This design comes from an exercise in tuning for small area on the open sky130 flow, not from production work.
The RTL was checked by simulation tests, not by an equivalence proof against the original design.
Power figures rest on the tool's default switching activity, not on a simulated workload.

==> inputs of sierra <==
==> flow/design.v (excerpt) <==
module formula # (
	parameter LEN = 8
) (
	input                         clk,
	input                         rst,
	input  signed [    LEN - 1:0] a,
	input  signed [    LEN - 1:0] b,
	input  signed [    LEN - 1:0] c,
	input  signed [    LEN - 1:0] d,
	input                         input_vld,
	output signed [3 * LEN - 1:0] res,
	output                        res_overflow,
	output                        output_vld
);
clock: 6.0 ns
lec_check: 0
cap_margin: 20
core_margin: 2
core_utilization: 40
slew_margin: 20
synth_hierarchical: 1
run.sh (not shown) runs the stock make flow with config.mk's settings and CLKGATE_MAP_FILE= SYNTH_SCRIPT=/design/flow/synth_recipe.tcl, a recipe that flattens the netlist after the stock synthesis.
==> harbor (differences from sierra) <==
==> flow/flow/run.sh (new file) <==
#!/bin/bash
# Standard layout with smaller port buffers and smaller clock buffers.
set -e
bash standard.sh BUFFER_PORTS_ARGS="-buffer_cell sky130_fd_sc_hd__buf_1" \
  CTS_ARGS="-sink_clustering_enable -repair_clock_nets -dont_use_dummy_load -buf_list {sky130_fd_sc_hd__clkbuf_4 sky130_fd_sc_hd__clkbuf_8}" finish > standard.log 2>&1
==> flow/standard.sh (new file) <==
#!/bin/bash
# synth_recipe.tcl (not shown) runs the flow's synth.tcl, then flattens the netlist and writes it again
# the make line also repeats each setting of config.mk as NAME=value (left out here)
make -C /OpenROAD-flow-scripts/flow DESIGN_CONFIG=/design/flow/config.mk WORK_HOME=/design/flow/orfs CLKGATE_MAP_FILE= SYNTH_SCRIPT=/design/flow/synth_recipe.tcl "${@:-finish}"
removed: flow/run.sh
==> tundra (differences from sierra) <==
==> flow/flow/run.sh (new file) <==
#!/bin/bash
# Standard layout with smaller port buffers and a clock tree without dummy loads.
set -e
bash standard.sh BUFFER_PORTS_ARGS="-buffer_cell sky130_fd_sc_hd__buf_1" \
  CTS_ARGS="-sink_clustering_enable -repair_clock_nets -dont_use_dummy_load" finish > standard.log 2>&1
==> flow/standard.sh (new file) <==
#!/bin/bash
# synth_recipe.tcl (not shown) runs the flow's synth.tcl, then flattens the netlist and writes it again
# the make line also repeats each setting of config.mk as NAME=value (left out here)
make -C /OpenROAD-flow-scripts/flow DESIGN_CONFIG=/design/flow/config.mk WORK_HOME=/design/flow/orfs CLKGATE_MAP_FILE= SYNTH_SCRIPT=/design/flow/synth_recipe.tcl "${@:-finish}"
removed: flow/run.sh
==> amber (differences from sierra) <==
==> flow/flow/run.sh (new file) <==
#!/bin/bash
set -e
bash standard.sh > standard.log 2>&1
==> flow/standard.sh (new file) <==
#!/bin/bash
# synth_recipe.tcl (not shown) runs the flow's synth.tcl, then flattens the netlist and writes it again
# the make line also repeats each setting of config.mk as NAME=value (left out here)
make -C /OpenROAD-flow-scripts/flow DESIGN_CONFIG=/design/flow/config.mk WORK_HOME=/design/flow/orfs CLKGATE_MAP_FILE= SYNTH_SCRIPT=/design/flow/synth_recipe.tcl "${@:-finish}"
removed: flow/run.sh
==> results by group <==
Status
  – Status: finished clean

Power and ir drop
  – Clk pwr share: 0.105
  – PD cells: approximately 600 mW/mm²
  – Combinational share of power: 0.548

Setup path
  – Critical path depth: 14
  – Reg2reg setup slack: between 300 and 400 ps
  – Max stage delay on crit path: 580 ps

Min path
  – Worst hold path startpoint: r3[11]

Routing
  – Met2 wire length: around 4000 µm

Layout
  – Fin cells: about 560
  – # clk buffers: 9

Clock tree
  – Clock-pin slew on the worst setup and hold paths: 90 ps

GRT
  – Met2 Use GR: 0.2232

Timing
  – Layout Skew: 26.00 ps
# the run above: harbor

==> results by group <==
Setup path
  – Max stage delay on crit path: ~570 ps
  – Critical path depth: 15

Timing
  – Layout Skew: between 4 and 5 ps

Power and ir drop
  – Combinational share of power: 0.521
  – Clk pwr share: 0.167
  – PD cells: slightly below 600 mW/mm²

Layout
  – Fin cells: around 570

Min path
  – Worst hold path startpoint: r3[8]

GRT
  – Met2 Use GR: 0.2379

Clock tree
  – Clock-pin slew on the worst setup and hold paths: roughly 60 ps

Routing
  – Met2 wire length: a little over 4000 µm

Status
  – Status: finished clean
# the run above: sierra

==> results by group <==
Status
  – Status: finished clean

Min path
  – Worst hold path startpoint: r3[11]

Clock tree
  – Clock-pin slew on the worst setup and hold paths: 60 ps

Power and ir drop
  – PD cells: 600.4 mW/mm²
  – Clk pwr share: 0.146
  – Combinational share of power: 0.522

Setup path
  – Critical path depth: 15
  – Reg2reg setup slack: about 310 ps
  – Max stage delay on crit path: around 570 ps

Layout
  – Fin cells: 561
  – # clk buffers: 9

Timing
  – Final max-slew violation count: 0
  – Max_slew headroom: 0.7193
  – Layout Skew: ~21 ps

GRT
  – Met2 Use GR: 0.2188
# the run above: tundra

==> results by group <==
Status
  – Status: finished clean

Layout
  – # clk buffers: 11
  – Fin cells: between 500 and 600

Power and ir drop
  – PD cells: roughly 590 mW/mm²
  – Combinational share of power: 0.521

Setup path
  – Critical path depth: 15
  – Max stage delay on crit path: 570 ps
  – Reg2reg setup slack: 280 ps

Yosys
  – Mux contribution to synthesized area: 0.002333

Clock tree
  – Clock-pin slew on the worst setup and hold paths: 60 ps
  – Root buffer cell: clkbuf_16

Timing
  – Layout Skew: between 4 and 5 ps

Min path
  – Worst hold path startpoint: r3[8]

Placed design
  – Dpl cells: approximately 550

Routing
  – Met2 wire length: 4122 µm

GRT
  – Met2 Use GR: 0.2379
# the run above: amber

==> static timing again, ports no longer ideal <==
No port has a modelled driver above. Below, the same layouts with a new extraction and two added sets of constraints. Step 1, drivers: a clkbuf_16 drives clk and a buf_2 each remaining input, both assumed. Step 2 moves the port delays by t, midway between the first and last clock arrival at a register: inputs arrive t later, outputs are due t later. That takes back most of the time a late clock gives input paths. Slacks: ideal ports / drivers / drivers and shift; pairs: ideal ports / drivers.
run	t, ns	setup slack, ns	clock arrival spread, ns	worst data-port slew with drivers (ns)
sierra	0.378	0.278 / 0.278 / 0.278	0.005 / 0.005	0.04
harbor	0.397	0.301 / 0.301 / 0.301	0.026 / 0.027	0.03
tundra	0.381	0.315 / 0.315 / 0.315	0.020 / 0.020	0.03
amber	0.378	0.278 / 0.278 / 0.278	0.005 / 0.005	0.04
After both steps every run listed still meets setup and hold.
